From an optimization exercise on the open Yosys and OpenROAD flow, aimed at small area and a short achievable clock period; shortcuts taken in it are not production practice.
Function was not checked in any run shown here: the RTL went through the layout flow alone.
Power is estimated from default activity; no workload was simulated.

==> flow/design.v (outline; a module is shown in full before it is edited, if it fits) <==
// module fp_mult: 2714 lines
// module fp_mult_fa: 4 lines
// module fp_mult_ha: 4 lines
module fp_mult(
input logic [31:0]    dataA,
input logic [31:0]    dataB,
input logic clock,
output logic [31:0]   result
);
  // ...
==> flow/run.sh <==
#!/bin/bash
# synth_recipe.tcl (not shown) runs the flow's synth.tcl, then flattens the netlist and writes it again
# the make line also repeats each setting of config.mk as NAME=value (left out here)
make -C /OpenROAD-flow-scripts/flow DESIGN_CONFIG=/design/flow/config.mk WORK_HOME=/design/flow/orfs CLKGATE_MAP_FILE= SYNTH_SCRIPT=/design/flow/synth_recipe.tcl finish
==> flow/config.mk <==
export PLATFORM = sky130hd
export DESIGN_NAME = fp_mult
export DESIGN_NICKNAME = fp_mult
export VERILOG_FILES = /design/flow/design.v
export SDC_FILE = /design/flow/constraint.sdc
export NUM_CORES = 4
export LEC_CHECK = 0
export CAP_MARGIN = 20
export CORE_MARGIN = 2
export CORE_UTILIZATION = 40
export SLEW_MARGIN = 20
export SYNTH_HIERARCHICAL = 1
==> flow/constraint.sdc <==
create_clock -name core_clock -period 9.0 [get_ports {clock}]
set_input_delay 1.8000 -clock core_clock [delete_from_list [all_inputs] [get_ports {clock}]]
set_output_delay 1.8000 -clock core_clock [all_outputs]
set_load 0.01 [all_outputs]
==> impl_metrics.prom, run 1 <==
# TYPE chip_impl_metric gauge
chip_impl_info{name="timing.critical_path.to",value="result[14]"} 1
chip_impl_metric{name="n_tap_cell",unit=""} 607
chip_impl_metric{name="cell_area_power_density",unit="mW/mm²"} 398
chip_impl_metric{name="totalNegativeSetupSlack",unit="ps"} 0
chip_impl_metric{name="place.detailed.hpwl",unit="µm"} 35700
chip_impl_metric{name="maxCapViolCount",unit=""} 0
chip_impl_metric{name="post-route-period-util",unit="%"} 46.6
chip_impl_metric{name="timing.critical_path.depth",unit=""} 11
chip_impl_metric{name="critical_path_required",unit="ps"} 9500
chip_impl_info{name="max_flop_register",value="result"} 1
chip_impl_metric{name="synth_largest_type_area_fraction",unit="%"} 28.2
chip_impl_metric{name="pg_seq",unit="mW"} 1.79
chip_impl_metric{name="period_minus_slack",unit="ps"} 4190
chip_impl_info{name="timing.hold.worst.class",value="flip-flop to flip-flop"} 1
chip_impl_metric{name="detailedRoute.firstPassIterationCount",unit=""} 17
chip_impl_metric{name="adder_cell_fraction_of_synth_area",unit="%"} 33.3
chip_impl_metric{name="global_route.usage.met3",unit="%"} 5.18
chip_impl_metric{name="floorplan.rows",unit=""} 79
chip_impl_metric{name="max-vdd-ir-drop",unit="mV"} 0.229
chip_impl_metric{name="clock_tree_area_fraction",unit="%"} 5.23
chip_impl_metric{name="cts_buffer_depth",unit=""} 3
chip_impl_info{name="outcome",value="complete, no violations"} 1
chip_impl_info{name="synth-main-ff-cell",value="dfxtp_1"} 1
chip_impl_metric{name="post-layout-total-power",unit="mW"} 8.62
chip_impl_metric{name="power.net_switching",unit="mW"} 3.81
chip_impl_info{name="netlist_top_cells_count",value="xnor2_1, fa_1, a22oi_1"} 1
chip_impl_info{name="critPathTopFamily",value="compound AO/OA/AOI/OAI gates"} 1
chip_impl_metric{name="vias_in_the_first_global_route",unit=""} 15000
chip_impl_metric{name="synth_compound_area_share",unit="%"} 15.6
chip_impl_metric{name="synth.yosys.warnings",unit=""} 7
chip_impl_metric{name="cp_slowest_stage_delay",unit="ps"} 640
chip_impl_info{name="most-common-layout-cells",value="xnor2_1, fa_1, a22oi_1"} 1
chip_impl_metric{name="synth_seq_area_share",unit="%"} 27.5
chip_impl_metric{name="cts_resized",unit=""} 0
chip_impl_metric{name="postCtsSetupBuffers",unit=""} 0
chip_impl_info{name="worstReg2RegEnd",value="result[14]"} 1
chip_impl_metric{name="dr_wl_met2",unit="µm"} 25700
chip_impl_metric{name="avgViaCountPerCell",unit=""} 5.88
chip_impl_metric{name="layout_setup_ws",unit="ps"} 4810
chip_impl_metric{name="largest_register_ffs",unit=""} 32
chip_impl_metric{name="max_freq",unit="MHz"} 239
==> inputs of run 2 (changes only) <==
--- a/flow/design.v
+++ b/flow/design.v
@@ -1,27 +1,106 @@
 module fp_mult(
 input logic [31:0]    dataA,
 input logic [31:0]    dataB,
 input logic clock,
 output logic [31:0]   result
 );
+logic [22:0] ma;
+logic [7:0]  ea1, eb1;
+logic        sa1, sb1;
+logic bo0;
+logic bt0;
+logic bn0;
+logic bo1;
+logic bt1;
+logic bn1;
+logic bo2;
+logic bt2;
+logic bn2;
+logic bo3;
+logic bt3;
+logic bn3;
+logic bo4;
+logic bt4;
+logic bn4;
+logic bo5;
+logic bt5;
+logic bn5;
+logic bo6;
+logic bt6;
+logic bn6;
+logic bo7;
+logic bt7;
+logic bn7;
+logic bo8;
+logic bt8;
+logic bn8;
+logic bo9;
+logic bt9;
+logic bn9;
+logic bo10;
+logic bt10;
+logic bn10;
+logic bo11;
+logic bt11;
+always_ff @(posedge clock) begin
+    ma  <= dataA[22:0];
+    ea1 <= dataA[30:23];
+    eb1 <= dataB[30:23];
+    sa1 <= dataA[31];
+    sb1 <= dataB[31];
+    bo0 <= dataB[0];
+    bt0 <= (dataB[1] & ~dataB[0]);
+    bn0 <= dataB[1];
+    bo1 <= (dataB[2] ^ dataB[1]);
+    bt1 <= ((dataB[3] & ~dataB[2] & ~dataB[1]) | (~dataB[3] & dataB[2] & dataB[1]));
+    bn1 <= dataB[3];
+    bo2 <= (dataB[4] ^ dataB[3]);
+    bt2 <= ((dataB[5] & ~dataB[4] & ~dataB[3]) | (~dataB[5] & dataB[4] & dataB[3]));
+    bn2 <= dataB[5];
+    bo3 <= (dataB[6] ^ dataB[5]);
+    bt3 <= ((dataB[7] & ~dataB[6] & ~dataB[5]) | (~dataB[7] & dataB[6] & dataB[5]));
+    bn3 <= dataB[7];
+    bo4 <= (dataB[8] ^ dataB[7]);
+    bt4 <= ((dataB[9] & ~dataB[8] & ~dataB[7]) | (~dataB[9] & dataB[8] & dataB[7]));
+    bn4 <= dataB[9];
+    bo5 <= (dataB[10] ^ dataB[9]);
+    bt5 <= ((dataB[11] & ~dataB[10] & ~dataB[9]) | (~dataB[11] & dataB[10] & dataB[9]));
+    bn5 <= dataB[11];
+    bo6 <= (dataB[12] ^ dataB[11]);
+    bt6 <= ((dataB[13] & ~dataB[12] & ~dataB[11]) | (~dataB[13] & dataB[12] & dataB[11]));
+    bn6 <= dataB[13];
+    bo7 <= (dataB[14] ^ dataB[13]);
+    bt7 <= ((dataB[15] & ~dataB[14] & ~dataB[13]) | (~dataB[15] & dataB[14] & dataB[13]));
+    bn7 <= dataB[15];
+    bo8 <= (dataB[16] ^ dataB[15]);
+    bt8 <= ((dataB[17] & ~dataB[16] & ~dataB[15]) | (~dataB[17] & dataB[16] & dataB[15]));
+    bn8 <= dataB[17];
+    bo9 <= (dataB[18] ^ dataB[17]);
+    bt9 <= ((dataB[19] & ~dataB[18] & ~dataB[17]) | (~dataB[19] & dataB[18] & dataB[17]));
+    bn9 <= dataB[19];
+    bo10 <= (dataB[20] ^ dataB[19]);
+    bt10 <= ((dataB[21] & ~dataB[20] & ~dataB[19]) | (~dataB[21] & dataB[20] & dataB[19]));
+    bn10 <= dataB[21];
+    bo11 <= (dataB[22] ^ dataB[21]);
+    bt11 <= (~dataB[22] & ~dataB[21]);
+end
 logic a_ff, b_ff, a_zero, b_zero, a_small, b_small, a_mz, b_mz;
-assign a_ff = &dataA[30:23];
-assign b_ff = &dataB[30:23];
-assign a_mz = ~|dataA[22:0];
-assign b_mz = ~|dataB[22:0];
-assign a_zero = a_mz & ~|dataA[31:23];
-assign b_zero = b_mz & ~|dataB[31:23];
-assign a_small = ~&dataA[30:24] | ~|dataA[23:0];
-assign b_small = ~&dataB[30:24] | ~|dataB[23:0];
+assign a_ff = &ea1;
+assign b_ff = &eb1;
+assign a_mz = ~|ma;
+assign b_mz = ~|{bo0, bo1, bo2, bo3, bo4, bo5, bo6, bo7, bo8, bo9, bo10, bo11, bn0, bn1, bn2, bn3, bn4, bn5, bn6, bn7, bn8, bn9, bn10};
+assign a_zero = a_mz & ~|ea1 & ~sa1;
+assign b_zero = b_mz & ~|eb1 & ~sb1;
+assign a_small = ~&ea1[7:1] | (~ea1[0] & a_mz);
+assign b_small = ~&eb1[7:1] | (~eb1[0] & b_mz);
 logic sp_any, sp_inf;
 assign sp_any = a_ff | b_ff;
 assign sp_inf = (a_ff & a_mz & ~b_zero & b_small) | (b_ff & b_mz & ~a_zero & a_small);
-logic [7:0] ea1, eb1;
 logic [8:0] ex, er;
 wire g1248;
 wire g1249;
 wire g1250;
 wire g1251;
 wire g1252;
 wire g1253;
 wire g1254;
@@ -101,97 +180,16 @@
 assign sum1285 = (p1259 ^ gg1272);
 assign sum1286 = (p1260 ^ gg1273);
 assign sum1287 = (p1261 ^ gg1278);
 assign sum1288 = (p1262 ^ gg1279);
 assign sum1289 = (p1263 ^ gg1280);
 assign sum1290 = gg1281;
 assign ex = {sum1290, sum1289, sum1288, sum1287, sum1286, sum1285, sum1284, sum1283, sum1282};
 assign er = {~(ex[8] ^ ex[7]), ~ex[7], ex[6:0]};
-logic [22:0] ma;
-logic        s1, nan1, inf1, zero1;
-logic bo0;
-logic bt0;
-logic bn0;
-logic bo1;
-logic bt1;
-logic bn1;
-logic bo2;
-logic bt2;
-logic bn2;
-logic bo3;
-logic bt3;
-logic bn3;
-logic bo4;
-logic bt4;
-logic bn4;
-logic bo5;
-logic bt5;
-logic bn5;
-logic bo6;
-logic bt6;
-logic bn6;
-logic bo7;
-logic bt7;
-logic bn7;
-logic bo8;
-logic bt8;
-logic bn8;
-logic bo9;
-logic bt9;
-logic bn9;
-logic bo10;
-logic bt10;
-logic bn10;
-logic bo11;
-logic bt11;
-always_ff @(posedge clock) begin
-    ma    <= dataA[22:0];
-    s1    <= dataA[31] ^ dataB[31];
-    nan1  <= sp_any & ~sp_inf;
-    inf1  <= sp_any & sp_inf;
-    zero1 <= ~sp_any & (a_zero | b_zero);    
-    ea1   <= dataA[30:23];
-    eb1   <= dataB[30:23];
-    bo0 <= dataB[0];
-    bt0 <= (dataB[1] & ~dataB[0]);
-    bn0 <= dataB[1];
-    bo1 <= (dataB[2] ^ dataB[1]);
-    bt1 <= ((dataB[3] & ~dataB[2] & ~dataB[1]) | (~dataB[3] & dataB[2] & dataB[1]));
-    bn1 <= dataB[3];
-    bo2 <= (dataB[4] ^ dataB[3]);
-    bt2 <= ((dataB[5] & ~dataB[4] & ~dataB[3]) | (~dataB[5] & dataB[4] & dataB[3]));
-    bn2 <= dataB[5];
-    bo3 <= (dataB[6] ^ dataB[5]);
-    bt3 <= ((dataB[7] & ~dataB[6] & ~dataB[5]) | (~dataB[7] & dataB[6] & dataB[5]));
-    bn3 <= dataB[7];
-    bo4 <= (dataB[8] ^ dataB[7]);
-    bt4 <= ((dataB[9] & ~dataB[8] & ~dataB[7]) | (~dataB[9] & dataB[8] & dataB[7]));
-    bn4 <= dataB[9];
-    bo5 <= (dataB[10] ^ dataB[9]);
-    bt5 <= ((dataB[11] & ~dataB[10] & ~dataB[9]) | (~dataB[11] & dataB[10] & dataB[9]));
-    bn5 <= dataB[11];
-    bo6 <= (dataB[12] ^ dataB[11]);
-    bt6 <= ((dataB[13] & ~dataB[12] & ~dataB[11]) | (~dataB[13] & dataB[12] & dataB[11]));
-    bn6 <= dataB[13];
-    bo7 <= (dataB[14] ^ dataB[13]);
-    bt7 <= ((dataB[15] & ~dataB[14] & ~dataB[13]) | (~dataB[15] & dataB[14] & dataB[13]));
-    bn7 <= dataB[15];
-    bo8 <= (dataB[16] ^ dataB[15]);
-    bt8 <= ((dataB[17] & ~dataB[16] & ~dataB[15]) | (~dataB[17] & dataB[16] & dataB[15]));
-    bn8 <= dataB[17];
-    bo9 <= (dataB[18] ^ dataB[17]);
-    bt9 <= ((dataB[19] & ~dataB[18] & ~dataB[17]) | (~dataB[19] & dataB[18] & dataB[17]));
-    bn9 <= dataB[19];
-    bo10 <= (dataB[20] ^ dataB[19]);
-    bt10 <= ((dataB[21] & ~dataB[20] & ~dataB[19]) | (~dataB[21] & dataB[20] & dataB[19]));
-    bn10 <= dataB[21];
-    bo11 <= (dataB[22] ^ dataB[21]);
-    bt11 <= (~dataB[22] & ~dataB[21]);
-end
 wire pp0_0_1;
 wire pp0_1_2;
 wire pp0_2_3;
 wire pp0_3_4;
 wire pp0_4_5;
 wire pp0_5_6;
 wire pp0_6_7;
 wire pp0_7_8;
@@ -2533,20 +2531,20 @@
 assign sum1243 = (p1007 ^ gg1216);
 assign sum1244 = (p1008 ^ gg1217);
 assign sum1245 = (p1009 ^ gg1218);
 assign sum1246 = (p1010 ^ gg1219);
 assign sum1247 = (p1011 ^ gg1220);
 logic s2, nan2, inf2, zero2;
 logic [8:0] er2;
 always_ff @(posedge clock) begin
-    s2    <= s1;
-    nan2  <= nan1;
-    inf2  <= inf1;
-    zero2 <= zero1;
+    s2    <= sa1 ^ sb1;
+    nan2  <= sp_any & ~sp_inf;
+    inf2  <= sp_any & sp_inf;
+    zero2 <= ~sp_any & (a_zero | b_zero);    
     er2   <= er;
     r2_0_0 <= bn0;
     r2_0_1 <= pp0_0_1;
     r2_1_0 <= pp0_1_2;
     r2_2_0 <= bn1;
     r2_2_1 <= pp0_2_3;
     r2_2_2 <= pp1_0_27;
     r2_3_0 <= pp0_3_4;
==> flow/config.mk (replaced) <==
export PLATFORM = sky130hd
export DESIGN_NAME = fp_mult
export DESIGN_NICKNAME = fp_mult
export VERILOG_FILES = /design/flow/design.v
export SDC_FILE = /design/flow/constraint.sdc
export NUM_CORES = 4
export LEC_CHECK = 0
export CAP_MARGIN = 20
export CORE_MARGIN = 2
export CORE_UTILIZATION = 40
export SETUP_SLACK_MARGIN = 5
export SLEW_MARGIN = 20
export SYNTH_HIERARCHICAL = 1
==> impl_metrics.prom, run 2 <==
# TYPE chip_impl_metric gauge
chip_impl_info{name="synth_top_area_cell",value="fa_1"} 1
chip_impl_metric{name="detailedRoute.firstPassIterationCount",unit=""} 6
chip_impl_info{name="most-common-layout-cells",value="xnor2_1, fa_1, a22oi_1"} 1
chip_impl_metric{name="reg2reg_slack",unit="ps"} 5170
chip_impl_metric{name="postSynthNetCount",unit=""} 2107
chip_impl_metric{name="cell_area_power_density",unit="mW/mm²"} 398
chip_impl_metric{name="ant_nets",unit=""} 0
chip_impl_metric{name="count_of_placed_standard_cells_including_taps",unit=""} 2287
chip_impl_metric{name="leakagePower",unit="nW"} 8.05
chip_impl_metric{name="tritoncts_num_sinks",unit=""} 258
chip_impl_metric{name="netlist_instances",unit=""} 1698
chip_impl_metric{name="final_cells",unit=""} 2347
chip_impl_metric{name="power.switching_fraction",unit="%"} 44.1
chip_impl_info{name="global_route.peak_usage_layer",value="met2"} 1
chip_impl_metric{name="grt_antenna_before_repair",unit=""} 0
chip_impl_info{name="unrepaired_setup_endpoints_after_global_routing",value="true"} 1
chip_impl_info{name="max_flop_register",value="result"} 1
chip_impl_info{name="cts_tree",value="yes"} 1
chip_impl_metric{name="finalWirelength",unit="µm"} 57500
chip_impl_info{name="worstHoldStart",value="sb1"} 1
chip_impl_metric{name="synth.yosys.warnings",unit=""} 7
chip_impl_metric{name="stdcell_area",unit="mm²"} 0.0215
chip_impl_metric{name="initial_core_util",unit="%"} 40.5
chip_impl_metric{name="synth_largest_type_area_fraction",unit="%"} 28.3
chip_impl_metric{name="multi_input_area",unit="mm²"} 0.0129
chip_impl_metric{name="drt_iter0_markers",unit=""} 1528
chip_impl_metric{name="grt_start_max_net_pins",unit=""} 34
chip_impl_metric{name="layout_setup_ws",unit="ps"} 5170
chip_impl_metric{name="critical_path_required",unit="ps"} 9500
chip_impl_info{name="mostFrequentLayoutCell",value="xnor2_1"} 1
chip_impl_info{name="synth.most_common_cell",value="xnor2_1"} 1
chip_impl_info{name="critical_path.endpoint_type",value="flip-flop"} 1
chip_impl_metric{name="die_height",unit="µm"} 221
chip_impl_metric{name="floorplan.io_pins",unit=""} 97
chip_impl_metric{name="holdPathStages",unit=""} 1
chip_impl_metric{name="post-place-ws",unit="ps"} 4840
chip_impl_metric{name="clk_transition_reported_paths",unit="ps"} 60
chip_impl_metric{name="power.sequential.fraction",unit="%"} 20.8
chip_impl_metric{name="floorplan.rows",unit=""} 79
chip_impl_metric{name="gr-total-overflow",unit=""} 0
chip_impl_metric{name="filler_cells",unit=""} 4229
chip_impl_metric{name="final.hold.worst_slack",unit="ps"} 472
chip_impl_info{name="outcome",value="complete, no violations"} 1
chip_impl_metric{name="fin_skew",unit="ps"} 15.5
chip_impl_metric{name="cts_buffer_depth",unit=""} 3
chip_impl_metric{name="synth_seq_area_share",unit="%"} 27.4
chip_impl_metric{name="final_core_utilization",unit="%"} 46.2
chip_impl_metric{name="hold_violations",unit=""} 0
chip_impl_metric{name="post_drt_wl_per_cell",unit="µm"} 24.5
chip_impl_metric{name="area_growth_syn_to_layout",unit="%"} 14.0
chip_impl_metric{name="setup_viol_count_final",unit=""} 0
chip_impl_metric{name="post-layout-total-power",unit="mW"} 8.57
chip_impl_metric{name="final_net_count",unit=""} 2123
chip_impl_metric{name="synth-edff-count",unit=""} 0
chip_impl_info{name="critPathKind",value="flip-flop to flip-flop"} 1
chip_impl_metric{name="clk-insertion-delay-late",unit="ps"} 580
chip_impl_metric{name="worst_pin_slew",unit="ps"} 959
chip_impl_info{name="hold-path-endpoint",value="s2"} 1
chip_impl_metric{name="synthesized_area_per_cell",unit="µm²"} 11.1
chip_impl_metric{name="place.detailed.hpwl",unit="µm"} 35900
chip_impl_metric{name="avgViaCountPerCell",unit=""} 5.94
chip_impl_info{name="netlist_top_cells_count",value="xnor2_1, fa_1, a22oi_1"} 1
chip_impl_metric{name="power.net_switching",unit="mW"} 3.77
chip_impl_metric{name="detailed_route_drc_error_count",unit=""} 0
chip_impl_metric{name="ff_latch_area",unit="mm²"} 0.00517
chip_impl_metric{name="grt_pass1_wl",unit="µm"} 89300
chip_impl_metric{name="timing.critical_path.arrival",unit="ps"} 4320
chip_impl_metric{name="final_layout_size_suffix_gt1_share",unit="%"} 7.71
chip_impl_info{name="timing.hold.worst.class",value="flip-flop to flip-flop"} 1
chip_impl_metric{name="globalRouteTotalUtil",unit="%"} 23.3
chip_impl_metric{name="maxCapViolCount",unit=""} 0
chip_impl_metric{name="ys_seq_elements",unit=""} 258
chip_impl_metric{name="cts_inserted_buffers",unit=""} 31
chip_impl_metric{name="crit_fanout",unit=""} 16
chip_impl_metric{name="ys_async_sr_fraction",unit="%"} 0
chip_impl_metric{name="ctsHtreeMaxLevel",unit=""} 1
chip_impl_metric{name="max_freq",unit="MHz"} 261
chip_impl_metric{name="synth.lib_cells_used.distinct",unit=""} 62
chip_impl_info{name="cts.root.buffer_cell",value="clkbuf_16"} 1
chip_impl_metric{name="grt_util_met2",unit="%"} 36.0
chip_impl_info{name="largest_registers",value="result: 32 flops, ma: 23 flops, er2: 9 flops"} 1
chip_impl_info{name="r2r-start",value="r2_21_0"} 1
chip_impl_metric{name="gpl.final_weighted_congestion",unit=""} 0.826
chip_impl_metric{name="hold_buffers",unit=""} 0
chip_impl_metric{name="max-vdd-ir-drop",unit="mV"} 0.196
chip_impl_info{name="worstReg2RegEnd",value="result[10]"} 1
chip_impl_metric{name="largest_register_ffs",unit=""} 32
chip_impl_metric{name="num_vias",unit=""} 13900
chip_impl_metric{name="power_frac_comb",unit="%"} 63.7
chip_impl_metric{name="totalNegativeSetupSlack",unit="ps"} 0
chip_impl_metric{name="grt.met1_usage",unit="%"} 31.8
chip_impl_metric{name="post-route-period-util",unit="%"} 42.5
chip_impl_metric{name="post_dp_cell_area",unit="mm²"} 0.0204
chip_impl_metric{name="syn_area",unit="mm²"} 0.0189
chip_impl_metric{name="period_minus_slack",unit="ps"} 3830
chip_impl_metric{name="global_route.usage.met3",unit="%"} 5.54
chip_impl_metric{name="cellInternalPower",unit="mW"} 4.79
chip_impl_metric{name="vias_in_the_first_global_route",unit=""} 15200
chip_impl_metric{name="io_buffer_count",unit=""} 96
chip_impl_metric{name="timing.slew.headroom",unit="%"} 34.4
chip_impl_metric{name="clock_power_share",unit="%"} 15.6
chip_impl_metric{name="timing.reg2reg.worst_path_depth",unit=""} 11
chip_impl_info{name="netlist_top_cells_area",value="fa_1, dfxtp_1, xnor2_1, a22oi_1, ha_1"} 1
chip_impl_metric{name="core-area",unit="mm²"} 0.0466
chip_impl_metric{name="finalMaxSlewViolations",unit=""} 0
chip_impl_info{name="start_kind",value="flip-flop"} 1
chip_impl_metric{name="die_area",unit="mm²"} 0.0489
chip_impl_info{name="synth-main-ff-cell",value="dfxtp_1"} 1
chip_impl_metric{name="floorplan.die.width",unit="µm"} 221
run 2: how the worst max path moves through the flow:
| stage | startpoint | end | slack (ps) | cells after the start |
|---|---|---|---|---|
| 3_3_place_gp | r2_21_0 | result[20] | 4930 | 11 |
| 5_1_grt | r2_15_0 | result[10] | 4980 | 11 |
| 3_5_place_dp | r2_21_0 | result[16] | 4840 | 11 |
| 4_1_cts | r2_21_0 | result[25] | 5010 | 11 |
| 2_1_floorplan | r2_9_0 | result[10] | 5570 | 12 |
| 6_report | r2_21_0 | result[10] | 5170 | 11 |
run 2: timing repair:
item	4_1_cts	5_1_grt
cloned	0	0
resized for setup	1	2
pin swaps	1	2
endpoints found under the setup margin	16	28
buffers inserted	0	1
run 2: layout make-up:
type                    instances  area share [%]
clock buffers                  38            4.01
clock inverters                20            1.17
multi-input cells            1233            60.2
flip-flops and latches        258            24.0
well taps                     607            3.53
diodes                          1          0.0116
repair buffers                153            6.45
inverters                      37           0.645
run 2: metal layers:
metal	vias to the layer above	routed length (µm)
met3	172	5700
met5	-	0
li1	5884	-
met1	7013	24200
met2	873	25600
met4	0	1980
run 2: power by group through the flow:
stage / sequential, mW / clock [mW] / combinational, mW
2_1_floorplan: 1.79 / 0 / 3.67
4_1_cts: 1.79 / 1.36 / 5.38
3_3_place_gp: 1.80 / 0 / 5.27
3_5_place_dp: 1.81 / 0 / 5.35
5_1_grt: 1.82 / 1.41 / 6.06
6_report: 1.78 / 1.33 / 5.46
run 2: modules after synthesis (local to each module, per instance):
module      cells  flip-flops and latches
fp_mult_fa      1                       0
fp_mult      1414                     258
fp_mult_ha      1                       0
run 2: logic make-up after synthesis:
kind of cell,count (synthesis),share of synthesized area [%]
AOI/OAI and AO/OA,394,15.1
xor gates and xnor gates,315,14.6
and+or+nand+nor,175,5.08
DFF,258,27.4
muxes,5,0.278
adders and majority gates,344,33.4
buffers and inverters,207,4.14
run 2: critical path, cell delays in order, from the launching register on:
cell and delay, ps:
dfxtp_1 310, fa_1 490, ha_1 310, nand3_1 150
nor4_4 390, o211ai_1 190, a21oi_2 330, o31ai_4 130
o211a_4 300, or3_4 470, or4_1 520, a21oi_1 160

## afterwards: timing with drivers on the ports
In the flow no input, the clock included, has a driving cell. The finished layouts below were timed again as built, in two steps. Step 1 (the two cells are an assumption about what drives the block):
set clk [get_ports {clock}]
set_driving_cell -lib_cell sky130_fd_sc_hd__clkbuf_16 $clk
set_driving_cell -lib_cell sky130_fd_sc_hd__buf_2 [delete_from_list [all_inputs] $clk]
Step 2 also shifts input and output timing later by t, the mid clock arrival at the registers, as if the neighbouring blocks saw the same clock. a / b / c = ideal ports / drivers / drivers and shift; a / b = the first two.
run | t (ns) | setup slack, ns | clock arrival spread, ns | worst register clock-pin slew, ns | worst slew at a driven data input, ns
run 1 | 0.623 | 4.808 / 4.808 / 4.577 | 0.031 / 0.031 | 0.07 / 0.07 | 0.06
run 2 | 0.632 | 5.174 / 5.174 / 5.174 | 0.015 / 0.016 | 0.06 / 0.06 | 0.04
After both steps setup and hold are still met in every run listed. For run 1, which loses most, drivers alone change the setup slack by 0.000 ns; drivers and shift together by -0.231 ns.
